Source: an optimization exercise on an open RTL-to-GDS flow (aim: small area, a short achievable clock period and few clock cycles per item). Production flows keep margins and buffers that such runs may drop.
Where RTL was checked, it was by simulation tests only, not by an equivalence proof against the original.

==> fjord <==
==> flow/design.v <==
module Procesador(input  logic        clk, rst,
                  input  logic [31:0] imem_rdata,
                  input  logic [6:0]  dmem_rdata,
                  output logic [31:0] imem_addr,
                  output logic [31:0] dmem_addr,
                  output logic        dmem_we,
                  output logic [6:0]  dmem_wdata,
                  output logic        txtE,
                  output logic [31:0] SrcBE);
  logic [31:0] pc;
  logic        vD;
  logic [31:0] ir;
  logic [31:0] opA, opB;
  logic [6:0]  sdE;
  logic [3:0]  rdE;
  logic        wbE, ldE, stE, txE, cmpE, brE, mulE, lslE;
  logic [1:0]  condE;    
  logic        fSub, fAnd, fOr, fSh, fMov;
  logic        fwdLA, fwdLB, fwdLS;    
  logic        mIter;
  logic        mg0, mg1;               
  logic [31:0] resM;
  logic [6:0]  sdM;
  logic [3:0]  rdM;
  logic        wbM, ldM, stM, txM;
  logic        flagN, flagZ;
  logic [31:0] rf [1:14];
  assign imem_addr  = pc;
  assign dmem_addr  = resM;
  assign dmem_we    = stM;
  assign dmem_wdata = sdM;
  assign txtE       = txM;
  assign SrcBE      = resM;
  wire [31:0] ldata = {{25{dmem_rdata[6]}}, dmem_rdata};
  wire [31:0] wdata = ldM ? ldata : resM;
  always_ff @(posedge clk) begin
    for (int i = 1; i <= 14; i++)
      if (rst) rf[i] <= 32'b0;
      else if (wbM && rdM == 4'(i)) rf[i] <= wdata;
  end
  logic [31:0] rfx [0:15];
  always_comb begin
    rfx[0]  = 32'b0;
    rfx[15] = 32'b0;
    for (int i = 1; i <= 14; i++) rfx[i] = rf[i];
  end
  function automatic logic [31:0] rdreg(input logic [3:0] a);
    rdreg = rfx[a];
    if (wbM && !ldM && rdM == a) rdreg = resM;
    if (a == 4'd0) rdreg = 32'b0;
  endfunction
  function automatic logic [31:0] add_ks(input logic [31:0] a, input logic [31:0] b, input logic ci);
    logic [31:0] g, p, gg, pp, gn, pn;
    g = a & b;
    p = a ^ b;
    gg = g;
    pp = p;
    gg[0] = g[0] | (p[0] & ci);
    for (int l = 0; l < 5; l++) begin
      gn = gg;
      pn = pp;
      for (int i = (1 << l); i < 32; i++) begin
        gn[i] = gg[i] | (pp[i] & gg[i - (1 << l)]);
        pn[i] = pp[i] & pp[i - (1 << l)];
      end
      gg = gn;
      pp = pn;
    end
    add_ks = p ^ {gg[30:0], ci};
  endfunction
  wire [1:0]  op    = ir[31:30];
  wire [3:0]  rd    = ir[29:26];
  wire [3:0]  rn    = ir[25:22];
  wire [3:0]  rm    = ir[21:18];
  wire [16:0] imm   = ir[21:5];
  wire        iflg  = ir[4];
  wire [3:0]  fn    = ir[3:0];
  wire [1:0]  cond  = ir[4:3];
  wire [31:0] immx  = {{15{imm[16]}}, imm};
  wire isAlu = (op == 2'b00);
  wire isLdr = (op == 2'b01);
  wire isStx = (op == 2'b10) && (fn == 4'hF);
  wire isStr = (op == 2'b10) && (fn != 4'hF);
  wire isBr  = (op == 2'b11);
  wire aMov  = isAlu && fn == 4'h8;
  wire aCmp  = isAlu && fn == 4'h9;
  wire aSub  = isAlu && (fn == 4'h1 || fn == 4'h9);
  wire aMul  = isAlu && fn == 4'h2;
  wire aAnd  = isAlu && fn == 4'h4;
  wire aOr   = isAlu && fn == 4'h5;
  wire aLsl  = isAlu && fn == 4'h6;
  wire aLsr  = isAlu && fn == 4'h7;
  wire [3:0] ra2   = (op == 2'b10) ? rd : rm;
  wire usesA = ((isAlu && !aMov) || isLdr || isStr) && rn != 4'hF;
  wire usesB = ((isAlu || isLdr) && !iflg) || isStx;
  wire usesS = isStr;
  wire useImm = ((isAlu || isLdr) && iflg) || isStr;
  wire [31:0] rv1 = rdreg(rn);
  wire [31:0] rv2 = rdreg(ra2);
  wire ldb1 = wbM && ldM && rdM == rn && rn != 4'd0;
  wire ldb2 = wbM && ldM && rdM == ra2 && ra2 != 4'd0;
  wire [17:0] immm1 = {imm[16], imm} - 18'd1;
  wire [31:0] tgtD = add_ks(pc, isBr ? {{14{immm1[17]}}, immm1} : 32'hFFFFFFFF, 1'b0);
  function automatic logic condok(input logic [1:0] c, input logic n, input logic z);
    case (c)
      2'b00: condok = 1'b1;
      2'b01: condok = z;
      2'b10: condok = !n && !z;
      default: condok = n;
    endcase
  endfunction
  logic mulDone, busyE, takenE;
  logic nE, zE;
  wire logicOp = aAnd || aOr || aMov || isStx;
  wire ldDepA  = ldE && usesA && rn == rdE;
  wire ldDepB  = ldE && usesB && ra2 == rdE;
  wire ldDepS  = ldE && usesS && rd == rdE;
  wire loaduse = (ldDepA || ldDepB) && !logicOp;
  wire stallD  = busyE || loaduse;
  wire advD    = vD && !stallD && !takenE;
  wire brKnown = (cond == 2'b00) || !cmpE;
  wire takenD  = advD && isBr && brKnown && condok(cond, flagN, flagZ) && imm != 17'd1;
  always_ff @(posedge clk, posedge rst) begin
    if (rst) begin
      pc <= 32'b0;
      vD <= 1'b0;
    end else begin
      if (takenE)      pc <= opA;
      else if (takenD) pc <= tgtD;
      else if (!stallD) pc <= pc + 32'd1;
      if (takenE || takenD) vD <= 1'b0;
      else if (!stallD)     vD <= 1'b1;
    end
  end
  always_ff @(posedge clk) begin
    if (!stallD) begin
      ir  <= imem_rdata;
    end
  end
  wire mFirst = mulE && !mIter;
  wire lslSet = mFirst && lslE;           
  wire [31:0] acc = mIter ? resM : 32'b0;
  wire [31:0] pa0 = opA & {32{mg0}};
  wire [31:0] pa1 = {opA[30:0], 1'b0} & {32{mg1}};
  wire [31:0] cs_s = acc ^ pa0 ^ pa1;
  wire [31:0] cs_c = {((acc & pa0) | (acc & pa1) | (pa0 & pa1)), 1'b0};
  wire [31:0] addX = mulE ? cs_s : opA;
  wire [31:0] addY = mulE ? cs_c[31:0] : (opB ^ {32{fSub}});
  wire [31:0] sum  = add_ks(addX, addY, fSub);
  wire [31:0] sho  = (|opB[31:5]) ? 32'b0 : (opA >> opB[4:0]);
  wire [31:0] pow2 = (|opB[31:5]) ? 32'b0 : (32'b1 << opB[4:0]);
  wire [31:0] la = fwdLA ? ldata : opA;
  wire [31:0] lb = fwdLB ? ldata : opB;
  wire [31:0] resE = fMov ? lb :
                     fAnd ? (la & lb) :
                     fOr  ? (la | lb) :
                     fSh  ? sho : sum;
  assign mulDone = !lslSet && (opB[31:2] == 30'b0);
  assign busyE   = mulE && !mulDone;
  assign takenE  = brE && condok(condE, flagN, flagZ);
  assign nE = sum[31];
  assign zE = (opA == opB);
  always_ff @(posedge clk, posedge rst) begin
    if (rst) begin
      {wbE, ldE, stE, txE, cmpE, brE, mulE, lslE, mIter} <= '0;
      flagN <= 1'b0;
      flagZ <= 1'b0;
    end else begin
      if (cmpE) begin
        flagN <= nE;
        flagZ <= zE;
      end
      mIter <= busyE;
      if (!busyE) begin
        if (advD) begin
          wbE  <= (isAlu && !aCmp) || isLdr;
          ldE  <= isLdr;
          stE  <= isStr;
          txE  <= isStx;
          cmpE <= aCmp;
          brE  <= isBr && !brKnown;
          mulE <= aMul || aLsl;
          lslE <= aLsl;
        end else begin
          {wbE, ldE, stE, txE, cmpE, brE, mulE, lslE} <= '0;
        end
      end
    end
  end
  wire fwdA = wbE && !ldE && usesA && rn == rdE;
  wire fwdB = wbE && !ldE && usesB && ra2 == rdE;
  wire fwdS = wbE && !ldE && usesS && rd == rdE;
  wire aE = fwdA;
  wire aT = !fwdA && (isBr || rn == 4'hF);
  wire aL = !fwdA && !(isBr || rn == 4'hF) && ldb1;
  wire aR = !fwdA && !(isBr || rn == 4'hF) && !ldb1;
  wire bI = useImm;
  wire bE = !useImm && fwdB;
  wire bL = !useImm && !fwdB && ldb2;
  wire bR = !useImm && !fwdB && !ldb2;
  wire sE = fwdS;
  wire sL = !fwdS && ldb2;
  wire sR = !fwdS && !ldb2;
  wire [31:0] opAD = ({32{aE}} & resE) | ({32{aT}} & tgtD) | ({32{aL}} & ldata) | ({32{aR}} & rv1);
  wire [31:0] opBD = ({32{bE}} & resE) | ({32{bI}} & immx) | ({32{bL}} & ldata) | ({32{bR}} & rv2);
  wire [6:0]  sdD  = ({7{sE}} & resE[6:0]) | ({7{sL}} & dmem_rdata) | ({7{sR}} & rv2[6:0]);
  always_ff @(posedge clk) begin
    if (busyE) begin
      if (lslSet) begin
        opB <= pow2;
        mg0 <= pow2[0];
        mg1 <= pow2[1];
      end else begin
        opA <= opA << 2;
        opB <= opB >> 2;
        mg0 <= opB[2];
        mg1 <= opB[3];
      end
    end else begin
      mg0 <= aMul && opBD[0];
      mg1 <= aMul && opBD[1];
      opA <= opAD;
      opB <= opBD;
      sdE <= sdD;
      rdE <= rd;
      condE <= cond;
      fSub  <= aSub;
      fAnd  <= aAnd;
      fOr   <= aOr;
      fSh   <= aLsr;
      fMov  <= aMov || isStx;
      fwdLA <= ldDepA;
      fwdLB <= ldDepB;
      fwdLS <= ldDepS;
    end
  end
  always_ff @(posedge clk, posedge rst) begin
    if (rst) begin
      {wbM, ldM, stM, txM} <= '0;
    end else if (busyE) begin
      {wbM, ldM, stM, txM} <= '0;
    end else begin
      wbM <= wbE;
      ldM <= ldE;
      stM <= stE;
      txM <= txE;
    end
  end
  always_ff @(posedge clk) begin
    resM <= resE;
    sdM  <= fwdLS ? dmem_rdata : sdE;
    rdM  <= rdE;
  end
endmodule
==> flow/flow/run.sh <==
#!/bin/bash
bash standard.sh SETUP_SLACK_MARGIN=8 MATCH_CELL_FOOTPRINT=0 \
  "BUFFER_PORTS_ARGS=-buffer_cell sky130_fd_sc_hd__buf_4" finish > standard.log 2>&1
==> flow/standard.sh <==
#!/bin/bash
# synth_recipe.tcl (not shown) runs the flow's synth.tcl, then flattens the netlist and writes it again
# the make line also repeats each setting of config.mk as NAME=value (left out here)
make -C /OpenROAD-flow-scripts/flow DESIGN_CONFIG=/design/flow/config.mk WORK_HOME=/design/flow/orfs CLKGATE_MAP_FILE= SYNTH_SCRIPT=/design/flow/synth_recipe.tcl "${@:-finish}"
==> flow/config.mk <==
export PLATFORM = sky130hd
export DESIGN_NAME = Procesador
export DESIGN_NICKNAME = Procesador
export VERILOG_FILES = /design/flow/design.v
export SDC_FILE = /design/flow/constraint.sdc
export NUM_CORES = 4
export LEC_CHECK = 0
export CAP_MARGIN = 20
export CORE_MARGIN = 2
export CORE_UTILIZATION = 40
export SLEW_MARGIN = 20
==> flow/constraint.sdc <==
create_clock -name core_clock -period 12.0 [get_ports {clk}]
set_input_delay 2.4000 -clock core_clock [delete_from_list [all_inputs] [get_ports {clk}]]
set_output_delay 2.4000 -clock core_clock [all_outputs]
set_load 0.01 [all_outputs]
==> quartz (differences from fjord) <==
--- a/flow/design.v
+++ b/flow/design.v
@@ -18,7 +18,10 @@
   logic        fSub, fAnd, fOr, fSh, fMov;
   logic        fwdLA, fwdLB, fwdLS;    
   logic        mIter;
-  logic        mg0, mg1;               
+  logic        mOne, mTwo, mNeg, mCo;
+  logic        selX, selYp, selYn;
+  logic [3:0]  sh1, sh2;
+  logic        sh3n;
   logic [31:0] resM;
   logic [6:0]  sdM;
   logic [3:0]  rdM;
@@ -33,10 +36,10 @@
   assign SrcBE      = resM;
   wire [31:0] ldata = {{25{dmem_rdata[6]}}, dmem_rdata};
   wire [31:0] wdata = ldM ? ldata : resM;
+  wire [31:0] wdr = wdata & {32{!rst}};
   always_ff @(posedge clk) begin
     for (int i = 1; i <= 14; i++)
-      if (rst) rf[i] <= 32'b0;
-      else if (wbM && rdM == 4'(i)) rf[i] <= wdata;
+      if (rst || (wbM && rdM == 4'(i))) rf[i] <= wdr;
   end
   logic [31:0] rfx [0:15];
   always_comb begin
@@ -99,8 +102,8 @@
   wire [31:0] rv2 = rdreg(ra2);
   wire ldb1 = wbM && ldM && rdM == rn && rn != 4'd0;
   wire ldb2 = wbM && ldM && rdM == ra2 && ra2 != 4'd0;
-  wire [17:0] immm1 = {imm[16], imm} - 18'd1;
-  wire [31:0] tgtD = add_ks(pc, isBr ? {{14{immm1[17]}}, immm1} : 32'hFFFFFFFF, 1'b0);
+  wire [31:0] tgtK = immx & {32{isBr}};
+  wire [31:0] tgtD = add_ks(~(pc ^ tgtK), {pc[30:0] | tgtK[30:0], 1'b0}, 1'b0);
   function automatic logic condok(input logic [1:0] c, input logic n, input logic z);
     case (c)
       2'b00: condok = 1'b1;
@@ -139,15 +142,27 @@
   end
   wire mFirst = mulE && !mIter;
   wire lslSet = mFirst && lslE;           
-  wire [31:0] acc = mIter ? resM : 32'b0;
-  wire [31:0] pa0 = opA & {32{mg0}};
-  wire [31:0] pa1 = {opA[30:0], 1'b0} & {32{mg1}};
-  wire [31:0] cs_s = acc ^ pa0 ^ pa1;
-  wire [31:0] cs_c = {((acc & pa0) | (acc & pa1) | (pa0 & pa1)), 1'b0};
-  wire [31:0] addX = mulE ? cs_s : opA;
-  wire [31:0] addY = mulE ? cs_c[31:0] : (opB ^ {32{fSub}});
-  wire [31:0] sum  = add_ks(addX, addY, fSub);
-  wire [31:0] sho  = (|opB[31:5]) ? 32'b0 : (opA >> opB[4:0]);
+  wire [31:0] mrow = ((opA & {32{mOne}}) | ({opA[30:0], 1'b0} & {32{mTwo}})) ^ {32{mNeg}};
+  wire [31:0] addX = (opA & {32{selX}}) | (resM & {32{mIter}});
+  wire [31:0] addY = (opB & {32{selYp}}) | (~opB & {32{selYn}}) | mrow;
+  wire [31:0] sum  = add_ks(addX, addY, fSub | mNeg);
+  function automatic logic [3:0] mdigit(input logic [1:0] pr, input logic ci);
+    case ({pr, ci})
+      3'b000: mdigit = 4'b0000;
+      3'b001: mdigit = 4'b1000;    
+      3'b010: mdigit = 4'b1000;    
+      3'b011: mdigit = 4'b0100;    
+      3'b100: mdigit = 4'b0100;    
+      3'b101: mdigit = 4'b1011;    
+      3'b110: mdigit = 4'b1011;    
+      default: mdigit = 4'b0001;   
+    endcase
+  endfunction
+  wire [31:0] sht1 = ({32{sh1[0]}} & opA) | ({32{sh1[1]}} & (opA >> 1)) |
+                     ({32{sh1[2]}} & (opA >> 2)) | ({32{sh1[3]}} & (opA >> 3));
+  wire [31:0] sht2 = ({32{sh2[0]}} & sht1) | ({32{sh2[1]}} & (sht1 >> 4)) |
+                     ({32{sh2[2]}} & (sht1 >> 8)) | ({32{sh2[3]}} & (sht1 >> 12));
+  wire [31:0] sho  = (|opB[31:5]) ? 32'b0 : (sh3n ? sht2 : (sht2 >> 16));
   wire [31:0] pow2 = (|opB[31:5]) ? 32'b0 : (32'b1 << opB[4:0]);
   wire [31:0] la = fwdLA ? ldata : opA;
   wire [31:0] lb = fwdLB ? ldata : opB;
@@ -155,7 +170,7 @@
                      fAnd ? (la & lb) :
                      fOr  ? (la | lb) :
                      fSh  ? sho : sum;
-  assign mulDone = !lslSet && (opB[31:2] == 30'b0);
+  assign mulDone = !lslSet && !mCo && (opB[31:2] == 30'b0);
   assign busyE   = mulE && !mulDone;
   assign takenE  = brE && condok(condE, flagN, flagZ);
   assign nE = sum[31];
@@ -208,17 +223,22 @@
     if (busyE) begin
       if (lslSet) begin
         opB <= pow2;
-        mg0 <= pow2[0];
-        mg1 <= pow2[1];
+        {mOne, mTwo, mNeg, mCo} <= mdigit(pow2[1:0], 1'b0);
       end else begin
         opA <= opA << 2;
         opB <= opB >> 2;
-        mg0 <= opB[2];
-        mg1 <= opB[3];
-      end
-    end else begin
-      mg0 <= aMul && opBD[0];
-      mg1 <= aMul && opBD[1];
+        {mOne, mTwo, mNeg, mCo} <= mdigit(opB[3:2], mCo);
+      end
+    end else begin
+      {mOne, mTwo, mNeg, mCo} <= aMul ? mdigit(opBD[1:0], 1'b0) : 4'b0000;
+      selX  <= !(aMul || aLsl);
+      selYp <= !(aMul || aLsl) && !aSub;
+      selYn <= !(aMul || aLsl) && aSub;
+      for (int i = 0; i < 4; i++) begin
+        sh1[i] <= (opBD[1:0] == 2'(i));
+        sh2[i] <= (opBD[3:2] == 2'(i));
+      end
+      sh3n <= !opBD[4];
       opA <= opAD;
       opB <= opBD;
       sdE <= sdD;
==> flow/flow/run.sh (replaced) <==
#!/bin/bash
bash standard.sh SETUP_SLACK_MARGIN=8.4 MATCH_CELL_FOOTPRINT=0 \
  "BUFFER_PORTS_ARGS=-buffer_cell sky130_fd_sc_hd__buf_4" finish > standard.log 2>&1
CTS_CLUSTER_DIAMETER = 100   (was default)
CTS_CLUSTER_SIZE = 16   (was default)
==> amber (differences from fjord) <==
--- a/flow/design.v
+++ b/flow/design.v
@@ -46,27 +46,8 @@
   end
   function automatic logic [31:0] rdreg(input logic [3:0] a);
     rdreg = rfx[a];
-    if (wbM && !ldM && rdM == a) rdreg = resM;
+    if (wbM && rdM == a) rdreg = wdata;
     if (a == 4'd0) rdreg = 32'b0;
-  endfunction
-  function automatic logic [31:0] add_ks(input logic [31:0] a, input logic [31:0] b, input logic ci);
-    logic [31:0] g, p, gg, pp, gn, pn;
-    g = a & b;
-    p = a ^ b;
-    gg = g;
-    pp = p;
-    gg[0] = g[0] | (p[0] & ci);
-    for (int l = 0; l < 5; l++) begin
-      gn = gg;
-      pn = pp;
-      for (int i = (1 << l); i < 32; i++) begin
-        gn[i] = gg[i] | (pp[i] & gg[i - (1 << l)]);
-        pn[i] = pp[i] & pp[i - (1 << l)];
-      end
-      gg = gn;
-      pp = pn;
-    end
-    add_ks = p ^ {gg[30:0], ci};
   endfunction
   wire [1:0]  op    = ir[31:30];
   wire [3:0]  rd    = ir[29:26];
@@ -97,10 +78,8 @@
   wire useImm = ((isAlu || isLdr) && iflg) || isStr;
   wire [31:0] rv1 = rdreg(rn);
   wire [31:0] rv2 = rdreg(ra2);
-  wire ldb1 = wbM && ldM && rdM == rn && rn != 4'd0;
-  wire ldb2 = wbM && ldM && rdM == ra2 && ra2 != 4'd0;
   wire [17:0] immm1 = {imm[16], imm} - 18'd1;
-  wire [31:0] tgtD = add_ks(pc, isBr ? {{14{immm1[17]}}, immm1} : 32'hFFFFFFFF, 1'b0);
+  wire [31:0] tgtD = pc + (isBr ? {{14{immm1[17]}}, immm1} : 32'hFFFFFFFF);
   function automatic logic condok(input logic [1:0] c, input logic n, input logic z);
     case (c)
       2'b00: condok = 1'b1;
@@ -146,7 +125,7 @@
   wire [31:0] cs_c = {((acc & pa0) | (acc & pa1) | (pa0 & pa1)), 1'b0};
   wire [31:0] addX = mulE ? cs_s : opA;
   wire [31:0] addY = mulE ? cs_c[31:0] : (opB ^ {32{fSub}});
-  wire [31:0] sum  = add_ks(addX, addY, fSub);
+  wire [31:0] sum  = addX + addY + {31'b0, fSub};
   wire [31:0] sho  = (|opB[31:5]) ? 32'b0 : (opA >> opB[4:0]);
   wire [31:0] pow2 = (|opB[31:5]) ? 32'b0 : (32'b1 << opB[4:0]);
   wire [31:0] la = fwdLA ? ldata : opA;
@@ -190,20 +169,7 @@
   wire fwdA = wbE && !ldE && usesA && rn == rdE;
   wire fwdB = wbE && !ldE && usesB && ra2 == rdE;
   wire fwdS = wbE && !ldE && usesS && rd == rdE;
-  wire aE = fwdA;
-  wire aT = !fwdA && (isBr || rn == 4'hF);
-  wire aL = !fwdA && !(isBr || rn == 4'hF) && ldb1;
-  wire aR = !fwdA && !(isBr || rn == 4'hF) && !ldb1;
-  wire bI = useImm;
-  wire bE = !useImm && fwdB;
-  wire bL = !useImm && !fwdB && ldb2;
-  wire bR = !useImm && !fwdB && !ldb2;
-  wire sE = fwdS;
-  wire sL = !fwdS && ldb2;
-  wire sR = !fwdS && !ldb2;
-  wire [31:0] opAD = ({32{aE}} & resE) | ({32{aT}} & tgtD) | ({32{aL}} & ldata) | ({32{aR}} & rv1);
-  wire [31:0] opBD = ({32{bE}} & resE) | ({32{bI}} & immx) | ({32{bL}} & ldata) | ({32{bR}} & rv2);
-  wire [6:0]  sdD  = ({7{sE}} & resE[6:0]) | ({7{sL}} & dmem_rdata) | ({7{sR}} & rv2[6:0]);
+  wire [31:0] opBD = useImm ? immx : fwdB ? resE : rv2;
   always_ff @(posedge clk) begin
     if (busyE) begin
       if (lslSet) begin
@@ -219,9 +185,9 @@
     end else begin
       mg0 <= aMul && opBD[0];
       mg1 <= aMul && opBD[1];
-      opA <= opAD;
+      opA <= fwdA ? resE : (isBr || rn == 4'hF) ? tgtD : rv1;
       opB <= opBD;
-      sdE <= sdD;
+      sdE <= fwdS ? resE[6:0] : rv2[6:0];
       rdE <= rd;
       condE <= cond;
       fSub  <= aSub;
==> flow/flow/run.sh (replaced) <==
#!/bin/bash
bash standard.sh SETUP_SLACK_MARGIN=8 finish > standard.log 2>&1
CORE_UTILIZATION = 60   (was 40)
==> comparison <==
Clock skew, highest first: fjord, quartz, amber.
Final cell count, lowest first: quartz, amber, fjord.
Die area: fjord > quartz > amber.
==> figures <==
metric	amber	fjord	quartz
Setup ws final	7290 ps	7620 ps	8040 ps
Total CTS buffers	72	77	48
Leading cell type in the layout, fill and taps excluded	sky130_fd_sc_hd__nor2_1	sky130_fd_sc_hd__nor2_1	sky130_fd_sc_hd__edfxtp_1
Crit Reg-Reg Startpoint	opA[1]$_SDFFCE_PP0P_	ir[15]$_DFFE_PP_	opA[0]$_SDFFCE_PP0P_
Result of the run	no timing/DRC/antenna violations	no timing/DRC/antenna violations	no timing/DRC/antenna violations
Fill cells	5042	9681	8883
# rows	95	117	116
First element of the critical path	opA[1]$_SDFFCE_PP0P_	ir[15]$_DFFE_PP_	opA[0]$_SDFFCE_PP0P_
Clock buffers and inverters, area share	5.05%	5.14%	2.78%
Detailed-route wire length on metal 1	67000 um	76200 um	69000 um
Total number of H-tree levels	3	3	2
Most instantiated flip-flop cell in the synthesis netlist	sky130_fd_sc_hd__dfxtp_1	sky130_fd_sc_hd__dfxtp_1	sky130_fd_sc_hd__edfxtp_1
Testbench counts of quartz, summed over its fixed seeds: cycles 422,347, samples 12,800.
The RTL of fjord and amber was laid out without a check of its function.

==> port drivers added, routing unchanged <==
No port has a modelled driver above. Below, the same layouts with a new extraction and two added sets of constraints. Step 1: set_driving_cell puts a clkbuf_16 on clk and a buf_2 on each other input, an assumption about the parent block. Step 2 moves the port delays by t, midway between the first and last clock arrival at a register: inputs arrive t later, outputs are due t later. That takes back most of the time a late clock gives input paths. Three values: ideal ports, drivers, drivers and shift; two values: the first two.
run	t (ns)	setup slack, ns	worst register clock-pin slew, ns	worst slew at a driven data input, ns
fjord	0.727	7.619 / 7.619 / 7.301	0.08 / 0.08	0.05
quartz	0.721	8.037 / 8.037 / 7.521	0.10 / 0.10	0.07
amber	0.712	7.287 / 7.287 / 7.284	0.08 / 0.08	0.06
After both steps every run listed still meets setup and hold. For quartz, which loses most, drivers alone change the setup slack by 0.000 ns; drivers and shift together by -0.516 ns.
